What follows belongs to an exercise in optimizing a design on an open flow for small area, a short achievable clock period and few clock cycles per item; a production flow would make more cautious choices.
Where RTL was checked, it was by simulation tests only, not by an equivalence proof against the original.
Power figures rest on the tool's default switching activity, not on a simulated workload.

==> flow/design.v <==
`timescale 1ns/1ps
module MODULE_STATIC_PROCESS (
    input clk,
    input rst,
    input [3:0] state_info,
    input [11:0] read_from_aux,
    input [11:0] read_from_ram,
    output reg [11:0] write2aux,
    output reg [11:0] write2ram,
    output reg [9:0] write2aux_addr,
    output reg [9:0] read_from_aux_addr,
    output reg [18:0] write2ram_addr,
    output reg [18:0] read_from_ram_addr,
    output reg ena_write_ram,
    output done
);
localparam [2:0] S_IDLE = 3'd0, S_FILT = 3'd1, S_HCLR = 3'd2, S_HCNT = 3'd3,
                 S_TA   = 3'd4, S_TC   = 3'd5, S_TW   = 3'd6, S_DONE = 3'd7;
reg [2:0] state;
reg       done_r;
assign done = done_r;
reg [1:0] op;             
wire op_blur   = (op == 2'd2);
wire op_emboss = (op == 2'd3);
wire [18:0] t = read_from_ram_addr;
wire [9:0]  ra = read_from_aux_addr;
wire in_filt = (state == S_FILT);
wire in_hcnt = (state == S_HCNT);
reg [11:0] px;
wire [3:0] R = px[11:8], G = px[7:4], B = px[3:0];
wire [47:0]  hR_T, hB_T;
wire [63:0]  hG_T;
wire [111:0] rR_T, rG_T, rB_T;
genvar gi;
generate
  for (gi = 0; gi < 16; gi = gi + 1) begin : tabs
    assign hR_T[gi*3 +: 3] = (30 * gi) / 100;
    assign hG_T[gi*4 +: 4] = (59 * gi) / 100;
    assign hB_T[gi*3 +: 3] = (11 * gi) / 100;
    assign rR_T[gi*7 +: 7] = (30 * gi) % 100;
    assign rG_T[gi*7 +: 7] = (59 * gi) % 100;
    assign rB_T[gi*7 +: 7] = (11 * gi) % 100;
  end
endgenerate
wire [2:0] hR = hR_T[R*3 +: 3], hB = hB_T[B*3 +: 3];
wire [3:0] hG = hG_T[G*4 +: 4];
wire [6:0] rR = rR_T[R*7 +: 7], rG = rG_T[G*7 +: 7], rB = rB_T[B*7 +: 7];
wire [8:0] sr = rR + rG + rB;
wire c2 = (sr >= 9'd200), c1 = (sr >= 9'd100);
wire [6:0] m1 = c2 ? sr - 9'd200 : c1 ? sr - 9'd100 : sr;
wire [3:0] g1 = hR + hG + hB + {c2, c1 & ~c2};
reg [3:0] pg;             
reg [6:0] pm;             
reg [3:0] e8, e9;
integer j;
always @* begin
  e8 = 4'd0;
  e9 = 4'd0;
  for (j = 1; j < 9; j = j + 1) if (pm >= (100 * j + 8) / 9) e8 = j;
  for (j = 1; j < 8; j = j + 1) if (pm >= (100 * j + 7) / 8) e9 = j;
end
wire [3:0] e2 = (op == 2'd0) ? e8 : op[1] ? {1'b0, e9[3:1]} : e9;
reg [11:0] ea;
reg [3:0]  eg, ee;
reg        ez, ew;        
reg        row0;          
wire [3:0] nTg = ea[11:8], nMg = ea[7:4], nBg = eg;
wire       nTh = ea[3],    nMh = ea[1],   nBh = ee[1];
wire [3:0] nMe = op_blur ? {2'b00, ea[1:0]} : ea[3:0];
wire [4:0] sT = op_blur ? {nTg, nTh} : {1'b0, nTg};
wire [4:0] sM = op_blur ? {nMg, nMh} : {1'b0, nMg};
wire [4:0] sB = op_blur ? {nBg, nBh} : {1'b0, nBg};
wire [3:0] dT = nTg;
wire [6:0] pN = dT + sM + nBg;                            
wire [6:0] plN = ew ? 7'd0 : op_emboss ? {3'd0, dT} : pN;
wire [6:0] prN = ez ? 7'd0 : op_emboss ? {3'd0, nBg} : pN;
wire [6:0] udN = sT + sB;
reg  [7:0] vN;
always @* begin
  case (op)
    2'd0: vN = nMg * 4'd9 + nMe;
    2'd1: vN = {1'b0, nMg, nMe[2:0]};
    default: vN = {2'b00, nMg, nMe[1:0]};
  endcase
end
wire subL = ~op[1];               
wire subR = ~op_blur;
wire [8:0] wN = op_emboss ? 9'd8 : vN + ({2'b00, udN} ^ {9{subL}}) + {subL, subL};
wire [8:0] lN = {2'b00, plN} ^ {9{subL}};
wire [8:0] rN = {2'b00, prN} ^ {9{subR}};
reg [8:0] w1;
reg [8:0] pl1, pl0;
wire [8:0] tot = w1 + pl0 + rN;
wire [3:0] res = op_blur ? tot[7:4] : (tot[8] ? 4'd0 : tot[3:0]);
reg        cp;            
reg [3:0]  cpb;           
reg        hb1;           
reg [3:0]  hbb;           
reg        hv1, hv2;
wire [11:0] hbase = ({1'b0, ra[4:0]} == write2aux_addr[5:0]) ? write2aux : read_from_aux;
wire [12:0] hnew = hbase + 13'd1;
wire        hcarry = hv2 & ~ra[4] & hnew[12];
wire        hold = in_hcnt & cp;
wire        hclr_last = (state == S_HCLR) && (ra[4:0] == 5'd31);
wire [3:0]  bin = ra[3:0];
wire [9:0]  ra_inc = ra + {9'd0, ~in_tw | bar_end};
wire [12:0] t_lo = {1'b0, t[11:0]} + {12'd0, ~hold};
wire [6:0]  t_hi = t[18:12] + {6'd0, in_tw ? go_right : t_lo[12]};
wire [18:0] t_inc = {t_hi, t_lo[11:0]};
wire [11:0] dcnt = t[11:0];
wire [5:0]  col = t[17:12];
reg         tc1, dir;     
wire        in_tw = (state == S_TW);
wire        dok = ~dcnt[11];                        
wire [11:0] dm5 = dcnt - 12'd5;
wire        in_filt_ena = in_filt & ena_write_ram;
wire        bottom = (write2ram_addr[18:7] >= 12'd2395);    
wire        go_up = ~dir & dok & ~dm5[11];
wire        go_down = dir & ~bottom;
wire        go_right = ~go_up & ~go_down;
wire        bar_end = go_right & (col == 6'd39);
wire        wr_step = in_filt_ena | (in_tw & go_right);
wire [7:0]  wa_lo = {1'b0, write2ram_addr[6:0]} + {7'd0, wr_step};
wire [11:0] wa_hi = write2ram_addr[18:7] +
                    ((in_tw & go_up) ? -12'd5 : (in_tw & go_down) ? 12'd5 : {11'd0, wa_lo[7]});
wire [18:0] wa_next = {wa_hi, wa_lo[6:0]};
wire [11:0] dnext = (tc1 ? {1'b0, ea[3:0], dcnt[6:0]} : dcnt) +
                    ((in_tw & go_down) ? 12'd5 : (in_tw & go_right) ? 12'd0 : -12'd5);
wire [191:0] colour_T = {12'hFCC, 12'hFEE, 12'h9F9, 12'hEEF, 12'h8CF, 12'hFEB,
                         12'hBFF, 12'hFDB, 12'h9FF, 12'hFED, 12'hCFC, 12'hFFE,
                         12'h0F0, 12'hFFF, 12'hFF0, 12'hFFD};
wire [11:0] colour = colour_T[bin*12 +: 12];
localparam [18:0] T_WON  = 19'd644;       
localparam [18:0] T_WOFF = 19'd307202;    
localparam [18:0] T_HEND = 19'd307206;    
always @(posedge clk) begin
  px <= read_from_ram;
  ea <= read_from_aux;
  pg <= g1;
  pm <= m1;
  eg <= pg;
  ee <= e2;
  ez <= (ra == 10'd0);
  ew <= (ra == 10'd639);
  w1 <= wN;
  pl1 <= lN;
  pl0 <= pl1;
  hv2 <= hv1;
  hb1 <= hold;
  hbb <= cpb;
  cpb <= ra[3:0];
  cp <= in_hcnt & hcarry;
  hv1 <= hold | (in_hcnt & (t <= 19'd307198)) | hclr_last;
  case (state)
    S_FILT: write2ram <= {res, res, res};
    S_TA, S_TC, S_TW: write2ram <= colour;
    default: write2ram <= 12'd0;
  endcase
  case (state)
    S_FILT: begin
      write2aux_addr <= ra;
      write2aux <= {row0 ? 4'd0 : read_from_aux[7:4], pg,
                    op_blur ? {~row0 & read_from_aux[1], 1'b0, e2[1:0]} : e2};
    end
    S_HCLR: begin
      write2aux_addr <= ra;
      write2aux <= 12'd0;
    end
    default: begin
      write2aux_addr <= (in_hcnt & hv2) ? {5'd0, ra[4:0]} : 10'd32;
      write2aux <= hnew[11:0];
    end
  endcase
  case (state)
    S_FILT: begin
      read_from_ram_addr <= t_inc;
      read_from_aux_addr <= (t[18:1] == 18'd0 || ra == 10'd639) ? 10'd0 : ra_inc;
      write2ram_addr <= wa_next;
    end
    S_HCLR: begin
      read_from_ram_addr <= 19'd0;
      read_from_aux_addr <= ra_inc;
      write2ram_addr <= 19'd0;
    end
    S_HCNT: begin
      read_from_ram_addr <= t_inc;
      write2ram_addr <= (t == T_HEND) ? 19'd306560 : t;
      read_from_aux_addr <= (t == T_HEND) ? 10'd0 : {5'd0, hb1, hb1 ? hbb : g1};
    end
    S_TA: begin
      read_from_aux_addr <= {5'd0, 1'b1, bin};
      read_from_ram_addr <= 19'd0;
      write2ram_addr <= wa_next;
    end
    S_TC: begin
      read_from_aux_addr <= {6'd0, bin};
      read_from_ram_addr <= {7'd0, read_from_aux_addr[4] ? {5'd0, ea[11:5]} : dnext};
      write2ram_addr <= wa_next;
    end
    S_TW: begin
      write2ram_addr <= wa_next;
      read_from_ram_addr <= {t_hi, dnext};
      read_from_aux_addr <= ra_inc;
    end
    default: begin
      read_from_aux_addr <= 10'd0;
      write2ram_addr <= 19'd0;
      read_from_ram_addr <= 19'd0;
    end
  endcase
  case (state)
    S_IDLE: begin
      row0 <= 1'b1;
      if (state_info[3]) op <= state_info[1:0];
    end
    S_FILT: if (t == 19'd641) row0 <= 1'b0;
    S_TA: begin
      tc1 <= 1'b1;
      dir <= 1'b0;
    end
    S_TC: if (!read_from_aux_addr[4]) tc1 <= 1'b0;
    S_TW: if (go_right) dir <= go_up | (~dir & dok);
    default: ;
  endcase
end
always @(posedge clk) begin
  if (!rst) begin
    state <= S_IDLE;
    done_r <= 1'b0;
    ena_write_ram <= 1'b0;
  end else begin
    case (state)
      S_IDLE:
        if (state_info[3] && !state_info[2]) state <= S_FILT;
        else if (state_info == 4'd12) state <= S_HCLR;
      S_FILT: begin
        if (t == T_WON) ena_write_ram <= 1'b1;
        if (t == T_WOFF) begin
          ena_write_ram <= 1'b0;
          done_r <= 1'b1;
          state <= S_DONE;
        end
      end
      S_HCLR:
        if (ra[4:0] == 5'd31) state <= S_HCNT;
      S_HCNT: begin
        ena_write_ram <= (t < 19'd307200);
        if (t == T_HEND) state <= S_TA;
      end
      S_TA: state <= S_TC;
      S_TC: if (!tc1) begin
        ena_write_ram <= ~dnext[11];
        state <= S_TW;
      end
      S_TW: begin
        ena_write_ram <= ~bar_end & (dir | dok);
        if (bar_end) begin
          if (bin == 4'd15) begin
            done_r <= 1'b1;
            state <= S_DONE;
          end else begin
            state <= S_TA;
          end
        end
      end
      S_DONE:
        if (!state_info[3]) begin
          done_r <= 1'b0;
          state <= S_IDLE;
        end
      default: ;
    endcase
  end
end
endmodule
==> flow/config.mk <==
export PLATFORM = sky130hd
export DESIGN_NAME = MODULE_STATIC_PROCESS
export DESIGN_NICKNAME = MODULE_STATIC_PROCESS
export VERILOG_FILES = /design/flow/design.v
export SDC_FILE = /design/flow/constraint.sdc
export NUM_CORES = 4
export LEC_CHECK = 0
export CAP_MARGIN = 20
export CORE_MARGIN = 2
export CORE_UTILIZATION = 55
export CTS_BUF_LIST = sky130_fd_sc_hd__clkbuf_8
export PLACE_DENSITY = 0.7
export SLEW_MARGIN = 20
==> flow/constraint.sdc <==
create_clock -name core_clock -period 29.0 [get_ports {clk}]
set_input_delay 5.8000 -clock core_clock [delete_from_list [all_inputs] [get_ports {clk}]]
set_output_delay 5.8000 -clock core_clock [all_outputs]
set_load 0.01 [all_outputs]
standard.sh (not shown) runs the stock make flow with config.mk's settings and CLKGATE_MAP_FILE= SYNTH_SCRIPT=/design/flow/synth_recipe.tcl, a recipe that flattens the netlist after the stock synthesis.
==> flow/flow/run.sh <==
#!/bin/bash
# Standard ORFS layout, with timing repair asked to leave extra setup slack
# at the design's 29 ns clock (the margin ORFS documents for finding a
# design's minimum period without editing the SDC), and port buffers of a
# stronger cell than the default pick.
set -euo pipefail
bash standard.sh SETUP_SLACK_MARGIN=22 "BUFFER_PORTS_ARGS=-buffer_cell sky130_fd_sc_hd__buf_2" finish > standard.log 2>&1
==> next run, changes <==
--- a/flow/design.v
+++ b/flow/design.v
@@ -48,10 +48,10 @@
 wire [8:0] sr = rR + rG + rB;
 wire c2 = (sr >= 9'd200), c1 = (sr >= 9'd100);
 wire [6:0] m1 = c2 ? sr - 9'd200 : c1 ? sr - 9'd100 : sr;
 wire [3:0] g1 = hR + hG + hB + {c2, c1 & ~c2};
-reg [3:0] pg;             
-reg [6:0] pm;             
+wire [3:0] pg = g1;
+wire [6:0] pm = m1;
 reg [3:0] e8, e9;
 integer j;
 always @* begin
   e8 = 4'd0;
@@ -102,9 +102,9 @@
 wire        hcarry = hv2 & ~ra[4] & hnew[12];
 wire        hold = in_hcnt & cp;
 wire        hclr_last = (state == S_HCLR) && (ra[4:0] == 5'd31);
 wire [3:0]  bin = ra[3:0];
-wire [9:0]  ra_inc = ra + {9'd0, ~in_tw | bar_end};
+wire [9:0]  ra_inc = ra + {9'd0, in_tw ? bar_end : (in_filt | (state == S_HCLR))};
 wire [12:0] t_lo = {1'b0, t[11:0]} + {12'd0, ~hold};
 wire [6:0]  t_hi = t[18:12] + {6'd0, in_tw ? go_right : t_lo[12]};
 wire [18:0] t_inc = {t_hi, t_lo[11:0]};
 wire [11:0] dcnt = t[11:0];
@@ -129,16 +129,14 @@
 wire [191:0] colour_T = {12'hFCC, 12'hFEE, 12'h9F9, 12'hEEF, 12'h8CF, 12'hFEB,
                          12'hBFF, 12'hFDB, 12'h9FF, 12'hFED, 12'hCFC, 12'hFFE,
                          12'h0F0, 12'hFFF, 12'hFF0, 12'hFFD};
 wire [11:0] colour = colour_T[bin*12 +: 12];
-localparam [18:0] T_WON  = 19'd644;       
-localparam [18:0] T_WOFF = 19'd307202;    
+localparam [18:0] T_WON  = 19'd643;       
+localparam [18:0] T_WOFF = 19'd307201;    
 localparam [18:0] T_HEND = 19'd307206;    
 always @(posedge clk) begin
   px <= read_from_ram;
   ea <= read_from_aux;
-  pg <= g1;
-  pm <= m1;
   eg <= pg;
   ee <= e2;
   ez <= (ra == 10'd0);
   ew <= (ra == 10'd639);
@@ -173,9 +171,9 @@
   endcase
   case (state)
     S_FILT: begin
       read_from_ram_addr <= t_inc;
-      read_from_aux_addr <= (t[18:1] == 18'd0 || ra == 10'd639) ? 10'd0 : ra_inc;
+      read_from_aux_addr <= (t == 19'd0 || ra == 10'd639) ? 10'd0 : ra_inc;
       write2ram_addr <= wa_next;
     end
     S_HCLR: begin
       read_from_ram_addr <= 19'd0;
@@ -187,14 +185,14 @@
       write2ram_addr <= (t == T_HEND) ? 19'd306560 : t;
       read_from_aux_addr <= (t == T_HEND) ? 10'd0 : {5'd0, hb1, hb1 ? hbb : g1};
     end
     S_TA: begin
-      read_from_aux_addr <= {5'd0, 1'b1, bin};
+      read_from_aux_addr <= {5'd0, 1'b1, ra_inc[3:0]};
       read_from_ram_addr <= 19'd0;
       write2ram_addr <= wa_next;
     end
     S_TC: begin
-      read_from_aux_addr <= {6'd0, bin};
+      read_from_aux_addr <= {6'd0, ra_inc[3:0]};
       read_from_ram_addr <= {7'd0, read_from_aux_addr[4] ? {5'd0, ea[11:5]} : dnext};
       write2ram_addr <= wa_next;
     end
     S_TW: begin
@@ -212,9 +210,9 @@
     S_IDLE: begin
       row0 <= 1'b1;
       if (state_info[3]) op <= state_info[1:0];
     end
-    S_FILT: if (t == 19'd641) row0 <= 1'b0;
+    S_FILT: if (t == 19'd640) row0 <= 1'b0;
     S_TA: begin
       tc1 <= 1'b1;
       dir <= 1'b0;
     end
Outcome: The new run finished with timing, DRC and antenna clean; die area goes down by 1.9%; cell area goes down by 1.9%; sequential power goes down by 15%; utilization goes up by 0.56 points; sequential share of layout area goes down by 1.5 points; critical path depth is unchanged; maximum frequency is about the same; routed wire length goes down by 5.3%; via count goes down by 3.6%; global-route usage goes down by 1.1 points; flip-flop and latch count goes down by 11; register-to-register slack improves by 0.36 ns; final cell count goes up by 0.40%.
Testbench counts after the change, summed over its fixed seeds: cycles 5,411,422, frames 16.
Function not checked in the first run of this note: the RTL went through the layout flow alone.

separate check: timing with driven ports:
Ports are ideal in the flow. The routed layouts listed here were re-timed in OpenROAD.
Step 1 sets driving cells, clkbuf_16 on the clock port and buf_2 on the other inputs (assumed; they add their load-dependent delay and slew).
Step 2 also shifts input and output timing later by t, the mid clock arrival at the registers, as if the neighbouring blocks saw the same clock.
Three values: ideal, step 1, step 2; two values: the first two.
run | t, ns | slack for setup (ns) | hold WS [ns] | worst data-port slew with drivers (ns)
the first run | 0.506 | 22.044 / 22.000 / 21.630 | 0.333 / 0.333 / 0.333 | 0.06
the second run | 0.518 | 22.037 / 21.993 / 21.573 | 0.315 / 0.315 / 0.315 | 0.08
After both steps every run listed still meets setup and hold. The setup slack of the second run, which loses most, moves by -0.044 ns with the drivers and by -0.464 ns with both steps.
